This design comes from an exercise in tuning for small area on the open sky130 flow, not from production work.
The RTL was checked by simulation tests, not by an equivalence proof against the original design.

$ cat flow/config.mk
export PLATFORM = sky130hd
export DESIGN_NAME = conv_pool
export DESIGN_NICKNAME = conv_pool
export VERILOG_FILES = /design/flow/design.v
export SDC_FILE = /design/flow/constraint.sdc
export NUM_CORES = 8
export LEC_CHECK = 0
export CAP_MARGIN = 20
export CORE_MARGIN = 2
export CORE_UTILIZATION = 40
export SLEW_MARGIN = 20
$ cat flow/constraint.sdc
create_clock -name core_clock -period 15.0 [get_ports {clk}]
set_input_delay 3.0000 -clock core_clock [delete_from_list [all_inputs] [get_ports {clk}]]
set_output_delay 3.0000 -clock core_clock [all_outputs]
set_load 0.01 [all_outputs]
$ cat flow/design.v
module conv_pool (
    input  logic        clk,
    input  logic        rst,
    input  logic [127:0] image_4x4,                 
    input  logic [71:0]  conv_kernel_0,             
    input  logic [71:0]  conv_kernel_1,		    
    input  logic [71:0]  conv_kernel_2,
    input  logic [1:0]   shift,                     
    input  logic         input_re,                  
    input  logic [15:0]  input_addr,                
    output logic         output_we_0,               
    output logic [15:0]  output_addr_0,             
    output logic         output_we_1,
    output logic [15:0]  output_addr_1,
    output logic         output_we_2,
    output logic [15:0]  output_addr_2,
    output logic [7:0]   y_0,                       
    output logic [7:0]   y_1,
    output logic [7:0]   y_2
);
    logic [127:0] image_4x4_ffd;                 
    logic [71:0]  conv_kernel_0_ffd;             
    logic [71:0]  conv_kernel_1_ffd;
    logic [71:0]  conv_kernel_2_ffd;
    logic [1:0]   shift_ffd;                     
    logic         input_re_ffd;                  
    logic [15:0]  input_addr_ffd;                 
always_ff @(posedge clk, negedge rst) begin
    if (!rst) begin
        image_4x4_ffd     <= '0;
        conv_kernel_0_ffd <= '0;
        conv_kernel_1_ffd <= '0;
        conv_kernel_2_ffd <= '0;
        shift_ffd         <= '0;
        input_re_ffd      <= 1'b0;
        input_addr_ffd    <= '0;
    end else if (input_re) begin
        image_4x4_ffd     <= image_4x4;
        conv_kernel_0_ffd <= conv_kernel_0;
        conv_kernel_1_ffd <= conv_kernel_1;
        conv_kernel_2_ffd <= conv_kernel_2;
        shift_ffd         <= shift;
        input_re_ffd      <= input_re;
        input_addr_ffd    <= input_addr;
    end else begin
        image_4x4_ffd     <= image_4x4_ffd;
        conv_kernel_0_ffd <= conv_kernel_0_ffd;
        conv_kernel_1_ffd <= conv_kernel_1_ffd;
        conv_kernel_2_ffd <= conv_kernel_2_ffd;
        shift_ffd         <= shift_ffd;
        input_re_ffd      <= input_re_ffd;
        input_addr_ffd    <= input_addr_ffd;
    end
end
logic signed [21:0] c00_sum;
logic signed [21:0] c01_sum;
logic signed [21:0] c02_sum;
logic signed [21:0] c03_sum;
logic signed [21:0] c10_sum;
logic signed [21:0] c11_sum;
logic signed [21:0] c12_sum;
logic signed [21:0] c13_sum;
logic signed [21:0] c20_sum;
logic signed [21:0] c21_sum;
logic signed [21:0] c22_sum;
logic signed [21:0] c23_sum;
logic [7:0] c00_sat,c01_sat,c02_sat,c03_sat,
            c10_sat,c11_sat,c12_sat,c13_sat,
            c20_sat,c21_sat,c22_sat,c23_sat,
            max00,max01,max10,max11,max20,max21;
logic signed [21:0] c00_sum_shift, c01_sum_shift, c02_sum_shift,c03_sum_shift, c10_sum_shift, 
		c11_sum_shift, c12_sum_shift, c13_sum_shift, c20_sum_shift, c21_sum_shift, c22_sum_shift,c23_sum_shift;
logic signed [8:0] px;
always_comb begin
  c00_sum = 0; c01_sum = 0; c02_sum = 0; c03_sum = 0;
  c10_sum = 0; c11_sum = 0; c12_sum = 0; c13_sum = 0;
  c20_sum = 0; c21_sum = 0; c22_sum = 0; c23_sum = 0;
  for (int ky = 0; ky < 3; ky++) begin
    for (int kx = 0; kx < 3; kx++) begin
      px = $signed({1'b0, image_4x4_ffd[(ky)*32 + (kx)*8 +: 8]});
      c00_sum += (px * $signed({conv_kernel_0_ffd[((ky)*3 + (kx))*8 + 7], conv_kernel_0_ffd[((ky)*3 + (kx))*8 +: 8]}));
      c10_sum += (px * $signed({conv_kernel_1_ffd[((ky)*3 + (kx))*8 + 7], conv_kernel_1_ffd[((ky)*3 + (kx))*8 +: 8]}));
      c20_sum = c20_sum + (px * $signed({conv_kernel_2_ffd[((ky)*3 + (kx))*8 + 7], conv_kernel_2_ffd[((ky)*3 + (kx))*8 +: 8]}));
    end
  end
  for (int ky = 0; ky < 3; ky++) begin
    for (int kx = 0; kx < 3; kx++) begin
      px = $signed({1'b0, image_4x4_ffd[(ky)*32 + (kx+1)*8 +: 8]});
      c01_sum += (px * $signed({conv_kernel_0_ffd[((ky)*3 + (kx))*8 + 7], conv_kernel_0_ffd[((ky)*3 + (kx))*8 +: 8]}));
      c11_sum += (px * $signed({conv_kernel_1_ffd[((ky)*3 + (kx))*8 + 7], conv_kernel_1_ffd[((ky)*3 + (kx))*8 +: 8]}));
      c21_sum = c21_sum + (px * $signed({conv_kernel_2_ffd[((ky)*3 + (kx))*8 + 7], conv_kernel_2_ffd[((ky)*3 + (kx))*8 +: 8]}));
    end
  end
  for (int ky = 0; ky < 3; ky++) begin
    for (int kx = 0; kx < 3; kx++) begin
      px = $signed({1'b0, image_4x4_ffd[(ky+1)*32 + (kx)*8 +: 8]});
      c02_sum += (px * $signed({conv_kernel_0_ffd[((ky)*3 + (kx))*8 + 7], conv_kernel_0_ffd[((ky)*3 + (kx))*8 +: 8]}));
      c12_sum += (px * $signed({conv_kernel_1_ffd[((ky)*3 + (kx))*8 + 7], conv_kernel_1_ffd[((ky)*3 + (kx))*8 +: 8]}));
      c22_sum = c22_sum + (px * $signed({conv_kernel_2_ffd[((ky)*3 + (kx))*8 + 7], conv_kernel_2_ffd[((ky)*3 + (kx))*8 +: 8]}));
    end
  end
  for (int ky = 0; ky < 3; ky++) begin
    for (int kx = 0; kx < 3; kx++) begin
      px = $signed({1'b0, image_4x4_ffd[(ky+1)*32 + (kx+1)*8 +: 8]});
      c03_sum += (px * $signed({conv_kernel_0_ffd[((ky)*3 + (kx))*8 + 7], conv_kernel_0_ffd[((ky)*3 + (kx))*8 +: 8]}));
      c13_sum += (px * $signed({conv_kernel_1_ffd[((ky)*3 + (kx))*8 + 7], conv_kernel_1_ffd[((ky)*3 + (kx))*8 +: 8]}));
      c23_sum = c23_sum + (px * $signed({conv_kernel_2_ffd[((ky)*3 + (kx))*8 + 7], conv_kernel_2_ffd[((ky)*3 + (kx))*8 +: 8]}));
    end
  end
  c00_sum_shift = c00_sum >>> shift_ffd+3;
  c01_sum_shift = c01_sum >>> shift_ffd+3;
  c02_sum_shift = c02_sum >>> shift_ffd+3;
  c03_sum_shift = c03_sum >>> shift_ffd+3;
  c10_sum_shift = c10_sum >>> shift_ffd+3;
  c11_sum_shift = c11_sum >>> shift_ffd+3;
  c12_sum_shift = c12_sum >>> shift_ffd+3;
  c13_sum_shift = c13_sum >>> shift_ffd+3;
  c20_sum_shift = c20_sum >>> shift_ffd+3;
  c21_sum_shift = c21_sum >>> shift_ffd+3;
  c22_sum_shift = c22_sum >>> shift_ffd+3;
  c23_sum_shift = c23_sum >>> shift_ffd+3;
end
always_comb begin
  c00_sat = (c00_sum_shift < 0) ? 8'h00 :
               (c00_sum_shift > 255) ? 8'hFF :
               c00_sum_shift[7:0];
  c01_sat = (c01_sum_shift < 0) ? 8'h00 :
               (c01_sum_shift > 255) ? 8'hFF :
               c01_sum_shift[7:0];
  c02_sat = (c02_sum_shift < 0) ? 8'h00 :
               (c02_sum_shift > 255) ? 8'hFF :
               c02_sum_shift[7:0];
  c03_sat = (c03_sum_shift < 0) ? 8'h00 :
               (c03_sum_shift > 255) ? 8'hFF :
               c03_sum_shift[7:0];
  c10_sat = (c10_sum_shift < 0) ? 8'h00 :
               (c10_sum_shift > 255) ? 8'hFF :
               c10_sum_shift[7:0];
  c11_sat = (c11_sum_shift < 0) ? 8'h00 :
               (c11_sum_shift > 255) ? 8'hFF :
               c11_sum_shift[7:0];
  c12_sat = (c12_sum_shift < 0) ? 8'h00 :
               (c12_sum_shift > 255) ? 8'hFF :
               c12_sum_shift[7:0];
  c13_sat = (c13_sum_shift < 0) ? 8'h00 :
               (c13_sum_shift > 255) ? 8'hFF :
               c13_sum_shift[7:0];
  c20_sat = (c20_sum_shift < 0) ? 8'h00 :
               (c20_sum_shift > 255) ? 8'hFF :
               c20_sum_shift[7:0];
  c21_sat = (c21_sum_shift < 0) ? 8'h00 :
               (c21_sum_shift > 255) ? 8'hFF :
               c21_sum_shift[7:0];
  c22_sat = (c22_sum_shift < 0) ? 8'h00 :
               (c22_sum_shift> 255) ? 8'hFF :
               c22_sum_shift[7:0];
  c23_sat = (c23_sum_shift < 0) ? 8'h00 :
               (c23_sum_shift > 255) ? 8'hFF :
               c23_sum_shift[7:0];
end
logic [7:0] y0_dff,y1_dff,y2_dff;
always_comb begin
  max00 = (c00_sat > c01_sat) ? c00_sat : c01_sat;
  max01 = (c02_sat > c03_sat) ? c02_sat : c03_sat;
  y0_dff = (max00 > max01) ? max00 : max01;
  max10 = (c10_sat > c11_sat) ? c10_sat : c11_sat;
  max11 = (c12_sat > c13_sat) ? c12_sat : c13_sat;
  y1_dff = (max10 > max11) ? max10 : max11;
  max20 = (c20_sat > c21_sat) ? c20_sat : c21_sat;
  max21 = (c22_sat > c23_sat) ? c22_sat : c23_sat;
  y2_dff = (max20 > max21) ? max20 : max21;
end
logic [15:0] output_addr_0_dff,output_addr_1_dff,output_addr_2_dff;
always_ff @(posedge clk, negedge rst)begin
  if(!rst)begin
    output_addr_0 <= 16'hFFFC;
    output_addr_1 <= 16'hFFFC;
    output_addr_2 <= 16'hFFFC;
  end else begin
    output_addr_0 <= output_addr_0+1;
    output_addr_1 <= output_addr_2+1;
    output_addr_2 <= output_addr_2+1;
  end
end
logic [3:0] output_we_0_offset,output_we_1_offset,output_we_2_offset;
always_ff @(posedge clk, negedge rst) begin
if(!rst)begin
  y_0 <= '0;
  y_1 <= '0;
  y_2 <= '0;
  output_we_0_offset <= 4'b0100;
  output_we_1_offset <= 4'b0100;
  output_we_2_offset <= 4'b0100;
end else if (output_we_0_offset[3] == 1) begin
  y_0 <= y0_dff;
  y_1 <= y1_dff;
  y_2 <= y2_dff;
  output_we_0_offset <= output_we_0_offset;
  output_we_1_offset <= output_we_1_offset;
  output_we_2_offset <= output_we_2_offset;
end else begin
  y_0 <= y0_dff;
  y_1 <= y1_dff;
  y_2 <= y2_dff;
  output_we_0_offset <= output_we_0_offset+1;
  output_we_1_offset <= output_we_1_offset+1;
  output_we_2_offset <= output_we_2_offset+1;
end
end
assign output_we_0 = output_we_0_offset[3];
assign output_we_1 = output_we_1_offset[3];
assign output_we_2 = output_we_2_offset[3];
endmodule
$ cat flow/run.sh
#!/bin/bash
# synth_recipe.tcl (not shown) runs the flow's synth.tcl, then flattens the netlist and writes it again
# the make line also repeats each setting of config.mk as NAME=value (left out here)
make -C /OpenROAD-flow-scripts/flow DESIGN_CONFIG=/design/flow/config.mk WORK_HOME=/design/flow/orfs CLKGATE_MAP_FILE= SYNTH_SCRIPT=/design/flow/synth_recipe.tcl finish
==> out/results.tsv <==
metric	value	unit
ios	440	
place.gp.congestion	1.018	
post-dp-hpwl	1060	mm
finalCriticalPeriod	14.42	ns
antenna_found_initial	138	
clockBufferDepth	4	
fp-row-count	313	
post-route-period-util	96.14	%
holdWs	0.4764	ns
synth_area_per_cell	9.173	um2
grtUsageTotal	34.45	%
cts_inserted_buffers	77	
htree_levels	3	
fin_tns_setup	0	ns
synth_common_cells	inv_1 (9391), fa_1 (6852), and2_1 (4006), ha_1 (3540), nand2_1 (2384)	
maxSlewHeadroom	15.59	%
wl_per_cell	30.32	um
ant_nets	0	
coreArea	726500	um2
cp_slowest_cell	a2111oi_1	
synth-edff-count	0	
synth-async-reset-ratio	100.0	%
drtPass1Iterations	6	
drv_slew	0	
required	15.87	ns
tritoncts	done	
min_path_type	register to register	
min_to	output_we_1_offset[3]	
synth_seq_area_share	3.566	%
setup_viol	0	
status	no timing/DRC/antenna violations	
cp_common_cell	fa_1	
dpl_cell_area	311200	um2
hold_viol	0	
cts_resized	0	
synth_cells	31790	
endpoint_kind	register	
start_util	40.14	%
dp.cells	41280	
drc	0	
arrival	15.29	ns
tightest_slew	1.266	ns
clkTransAtPathRegs	0.06	ns
num-nets-final	42510	
critPathKind	register to register	
io_buffers	423	
vias_per_cell	5.191	
globalRoute.totalOverflow	0	
yosys-top-cells-area	fa_1 (47%), ha_1 (15%), inv_1 (12%)	
stdcell_count	41500	
ff2ff_setup_slack	0.58	ns
cts_root_buffer	clkbuf_16	
grt_pass1_wl	1769	mm
yosysWarnings	1	
synth_nets	42550	
synth_cell_types	105	
clock_latency	0.99	ns
drt_iter0_markers	18430	
critPathLaunchType	register	
clock-sinks	414	
timing.rr.end	y_2[5]	
hold-path-cell-count	1	
finClkSkew	0.08839	ns
via_count	215400	
post_cts_buffers	0	
worstPathMaxFanout	34	
r2r_cells	46	
grt_max_degree	116	
dieArea	735900	um2
drt-total-wl	1258	mm
ys.flop_type	dfrtp_1	
hold_buffers	0	
synthesis.area	291600	um2
hp-start	output_we_1_offset[3]	
fmax	69.34	MHz
synth-seq-cells	414	
synth_top_area_share	47.04	%
cpPeakStageDelay	0.97	ns
yosysMostFrequentCell	inv_1	
die_h	857.9	um
die_x	857.9	um
first_global_vias	231200	
yosysTopAreaCell	fa_1	
drive_above_1_share	5.731	%
fin_area	314100	um2
worstReg2RegStart	image_4x4_ffd[76]	
area_growth	7.702	%
rsz0062_at_grt	false	
cap_violations	0	
==> stage by stage <==
step | util (%) | setup slack [ns]
3_3_place_gp | 42.84 | 0.8008
3_5_place_dp | 42.84 | 0.8398
6_report | 43.24 | 0.5791
5_1_grt | 43.21 | 0.1921
4_1_cts | 43.20 | 0.7944
2_1_floorplan | - | 2.450
==> cells by family after synthesis <==
group,count (synthesis),synth area share [%]
buffers and inverters,10980,14.16
adder cells (fa/ha/maj),10390,62.22
AND/OR/NAND/NOR,8054,14.53
AO/OA/AOI/OAI,1250,2.937
multiplexers,499,1.976
flip-flops,414,3.566
XOR/XNOR,199,0.6024
==> layer usage <==
layer / routed length (um) / up-vias / track usage (%)
li1: - / 91320 / -
met3: 86340 / 2734 / 5.093
met4: 157200 / 20 / 32.89
met1: 441800 / 111600 / 39.81
met2: 573100 / 9772 / 54.76
met5: 138 / - / 0.03226
==> sequential cells by signal (all words and copies together), names as in the netlist <==
register and flops:
output_addr_2 16, output_we_1_offset 4, output_we_2_offset 4, conv_kernel_0_ffd 72
y_2 8, y_0 8, conv_kernel_2_ffd 72, shift_ffd 2
output_we_0_offset 4, image_4x4_ffd 128, output_addr_0 16, conv_kernel_1_ffd 72
y_1 8
==> area by class of cell <==
cell class / count / area [um2]
fill: 71860 / 412400
multi-input combinational: 20390 / 240000
tap: 9607 / 12020
antenna: 88 / 220.2
clock inverter: 42 / 534.3
sequential: 414 / 10750
inverter: 9406 / 35320
clock buffer: 94 / 2102
timing repair buffer: 1458 / 13120
==> placed cells by master, fill, tap and decap left out, types with 78 or more instances in the layout <==
cell	Yosys	layout
clkbuf_16	0	78
a21oi_1	269	269
nand2b_1	227	227
fa_1	6852	6852
buf_12	0	88
a21o_1	93	93
and2_1	4006	4005
diode_2	0	88
o21ai_0	245	245
xnor2_1	152	148
clkdlybuf4s50_1	0	421
nand3_1	115	115
nand2_1	2384	2384
mux2i_1	116	116
nor2b_1	231	231
nor2_1	792	789
dfrtp_1	383	217
buf_4	16	947
inv_1	9391	9389
mux2_2	358	358
dfrtp_2	0	108
ha_1	3540	3539
==> worst max path at each step <==
stage / slack [ns] / start / depth (start not counted) / to
after floorplan: 2.45 / conv_kernel_0_ffd[63] / 53 / y_0[0]
after global placement: 0.80 / conv_kernel_1_ffd[48] / 47 / y_1[1]
after detailed placement: 0.84 / image_4x4_ffd[76] / 46 / y_2[5]
after CTS: 0.79 / image_4x4_ffd[76] / 46 / y_2[5]
after global routing: 0.19 / image_4x4_ffd[81] / 45 / y_1[1]
final: 0.58 / image_4x4_ffd[76] / 46 / y_2[5]
==> worst max-delay path: cells and delay by family (launching register included) <==
| family | cells | cell delay (ns) |
|---|---|---|
| DFF | 1 | 0.91 |
| and+or+nand+nor | 11 | 1.91 |
| buffers and inverters | 5 | 0.99 |
| adders and majority gates | 13 | 6.48 |
| AOI/OAI and AO/OA | 17 | 3.93 |

==> static timing again, ports no longer ideal <==
Ports are ideal in the flow. The routed layout listed here was re-timed in OpenROAD. Step 1: set_driving_cell puts a clkbuf_16 on clk and a buf_2 on each other input, an assumption about the parent block. Step 2 also shifts input and output timing later by t, the mid clock arrival at the registers, as if the neighbouring blocks saw the same clock. a / b / c = no drivers / after step 1 / after step 2; a / b = the first two.
shift t [ns]: 1.063
setup slack, ns: 0.579 / 0.579 / 0.579
worst hold slack (ns): 0.476 / 0.476 / 0.476
slew at the worst register clock pin (ns): 0.10 / 0.10
After both steps setup and hold are still met in this run. The setup slack of this run moves by 0.000 ns with the drivers and by 0.000 ns with both steps.
